This is an optimization exercise on Yosys and OpenROAD, whose aim is small area, a short achievable clock period and few clock cycles, not a production implementation. Power figures rest on the tool's default switching activity, not on a simulated workload.

==> module LBP, before the edit <==
module LBP(
	clk,
	reset,
	gray_addr,
	gray_req,
	gray_ready,
	gray_data,
	lbp_addr,
	lbp_valid,
	lbp_data,
	finish
);
input clk;
input reset;
input gray_ready;
input [7:0] gray_data;
output [13:0] gray_addr;
output reg gray_req;
output reg [13:0] lbp_addr;
output reg lbp_valid;
output reg [7:0] lbp_data;
output reg finish;
localparam S  = 8;         
localparam H  = S - 2;     
localparam IW = 3;         
reg [6:0] row;
reg [6:0] col;
reg [IW-1:0] ri;           
assign gray_addr = {row, col};
wire run      = gray_ready & ~finish;
wire col_end  = (ri == S-1);
wire last     = col_end & (col == 7'd127) & (row == 7'd127);
always @(posedge clk or posedge reset) begin
	if (reset) begin
		row <= 7'd0;
		col <= 7'd0;
		ri  <= {IW{1'b0}};
	end
	else if (run) begin
		if (col_end) begin
			ri  <= {IW{1'b0}};
			col <= col + 7'd1;
			if (col == 7'd127) row <= row - 7'd1;           
			else               row <= row - (S - 1);       
		end
		else begin
			ri  <= ri + 1'b1;
			row <= row + 7'd1;
		end
	end
end
reg [7:0] p [1:S+1];
integer k;
always @(posedge clk) begin
	p[1] <= gray_data;
	for (k = 2; k <= S + 1; k = k + 1) p[k] <= p[k-1];
end
wire [7:0] x = gray_data;
function ge8;
	input [7:0] a;
	input [7:0] b;
	integer j;
	reg r;
	begin
		r = 1'b1;
		for (j = 0; j < 8; j = j + 1)
			r = (a[j] & ~b[j]) | (a[j] & r) | (~b[j] & r);
		ge8 = r;
	end
endfunction
wire n_up = ge8(p[1], x);    
wire n_dl = ge8(p[S-1], x);    
wire n_l = ge8(p[S], x);    
wire n_ul = ge8(p[S+1], x);    
wire c_up = ge8(x, p[1]);      
wire c_dl = ge8(x, p[S-1]);    
wire c_l = ge8(x, p[S]);      
wire c_ul = ge8(x, p[S+1]);    
reg [3:0] q1;
reg [4:0] qm [2:S-1];
reg [5:0] qs;
reg [6:0] qs1;
always @(posedge clk) begin
	q1 <= {n_dl, n_l, n_up, n_ul};
	qm[2] <= {c_up, q1};
	for (k = 3; k <= S - 1; k = k + 1) qm[k] <= qm[k-1];
	qs  <= {c_dl, qm[S-1]};
	qs1 <= {c_l, qs};
end
wire [7:0] code = {c_ul, qs1[4], qs1[3], qs1[6], qs1[2], qs1[5], qs1[1], qs1[0]};
always @(posedge clk) begin
	lbp_data <= code;
	lbp_addr <= {row - 7'd1, col - 7'd1};
end
always @(posedge clk or posedge reset) begin
	if (reset) begin
		lbp_valid <= 1'b0;
		finish    <= 1'b0;
		gray_req  <= 1'b1;
	end
	else begin
		lbp_valid <= run & (ri >= 2) & (col >= 7'd2);
		if (run & last) begin
			finish   <= 1'b1;
			gray_req <= 1'b0;
		end
	end
end
endmodule
clock: 5.0 ns
lec_check: 0
cap_margin: 20
core_margin: 2
core_utilization: 65
cts_buf_list: sky130_fd_sc_hd__clkbuf_8
setup_slack_margin: 3
slew_margin: 20
run.sh (not shown) runs the stock make flow with config.mk's settings and CLKGATE_MAP_FILE= SYNTH_SCRIPT=/design/flow/synth_recipe.tcl, a recipe that flattens the netlist after the stock synthesis.
Edit:
--- a/flow/design.v
+++ b/flow/design.v
@@ -25,13 +25,13 @@
 localparam H  = S - 2;     
 localparam IW = 3;         
 reg [6:0] row;
 reg [6:0] col;
 reg [IW-1:0] ri;           
 assign gray_addr = {row, col};
-wire run      = gray_ready & ~finish;
+wire run      = gray_ready & gray_req;
 wire col_end  = (ri == S-1);
 wire last     = col_end & (col == 7'd127) & (row == 7'd127);
 always @(posedge clk or posedge reset) begin
 	if (reset) begin
 		row <= 7'd0;
 		col <= 7'd0;
@@ -47,19 +47,20 @@
 		else begin
 			ri  <= ri + 1'b1;
 			row <= row + 7'd1;
 		end
 	end
 end
+reg [7:0] x;
 reg [7:0] p [1:S+1];
 integer k;
 always @(posedge clk) begin
-	p[1] <= gray_data;
+	x    <= gray_data;
+	p[1] <= x;
 	for (k = 2; k <= S + 1; k = k + 1) p[k] <= p[k-1];
 end
-wire [7:0] x = gray_data;
 function ge8;
 	input [7:0] a;
 	input [7:0] b;
 	integer j;
 	reg r;
 	begin
@@ -86,25 +87,30 @@
 	qm[2] <= {c_up, q1};
 	for (k = 3; k <= S - 1; k = k + 1) qm[k] <= qm[k-1];
 	qs  <= {c_dl, qm[S-1]};
 	qs1 <= {c_l, qs};
 end
 wire [7:0] code = {c_ul, qs1[4], qs1[3], qs1[6], qs1[2], qs1[5], qs1[1], qs1[0]};
+wire       new_col = (ri == {IW{1'b0}});
+wire [6:0] c_row   = ~new_col ? row - 7'd2 :
+                     (col == 7'd0) ? row : row + (S - 2);
+wire [6:0] c_col   = new_col ? col - 7'd2 : col - 7'd1;
 always @(posedge clk) begin
 	lbp_data <= code;
-	lbp_addr <= {row - 7'd1, col - 7'd1};
+	lbp_addr <= {c_row, c_col};
 end
+reg x_valid;
 always @(posedge clk or posedge reset) begin
 	if (reset) begin
+		x_valid   <= 1'b0;
 		lbp_valid <= 1'b0;
 		finish    <= 1'b0;
 		gray_req  <= 1'b1;
 	end
 	else begin
-		lbp_valid <= run & (ri >= 2) & (col >= 7'd2);
-		if (run & last) begin
-			finish   <= 1'b1;
-			gray_req <= 1'b0;
-		end
+		x_valid   <= run & (ri >= 2) & (col >= 7'd2);
+		lbp_valid <= x_valid;
+		if (run & last) gray_req <= 1'b0;
+		if (~gray_req)  finish   <= 1'b1;
 	end
 end
 endmodule
After rerunning: The changed run went through all stages and came out clean; die area climbs by 7.2%; utilization rose by 3.2 points; design area rose by 15%; clock-buffer cell count is unchanged; global-route usage goes down by 0.28 points; register-to-register slack gets worse by 0.47 ns; non-clock buffer count goes up by 23; critical path depth came out higher by 9; area after synthesis rose by 7.5%; setup slack is worse by 0.27 ns; combinational power came out lower by 87%.
No functional check of the RTL was part of any run of this note.

## static timing again, ports no longer ideal
In the flow no input, the clock included, has a driving cell. The finished layouts below were timed again as built, in two steps. Step 1, drivers: a clkbuf_16 drives clk and a buf_2 each remaining input, both assumed. Step 2 moves the port delays by t, midway between the first and last clock arrival at a register: inputs arrive t later, outputs are due t later. That takes back most of the time a late clock gives input paths. Three values: no drivers, after step 1, after step 2; two values: the first two.
run | t (ns) | setup slack, ns | latest minus earliest clock arrival (ns)
the first run | 0.464 | 2.926 / 2.895 / 2.607 | 0.015 / 0.015
the second run | 0.472 | 2.652 / 2.652 / 2.259 | 0.018 / 0.018
After both steps every run listed still meets setup and hold. For the second run, which loses most, drivers alone change the setup slack by 0.000 ns; drivers and shift together by -0.393 ns.
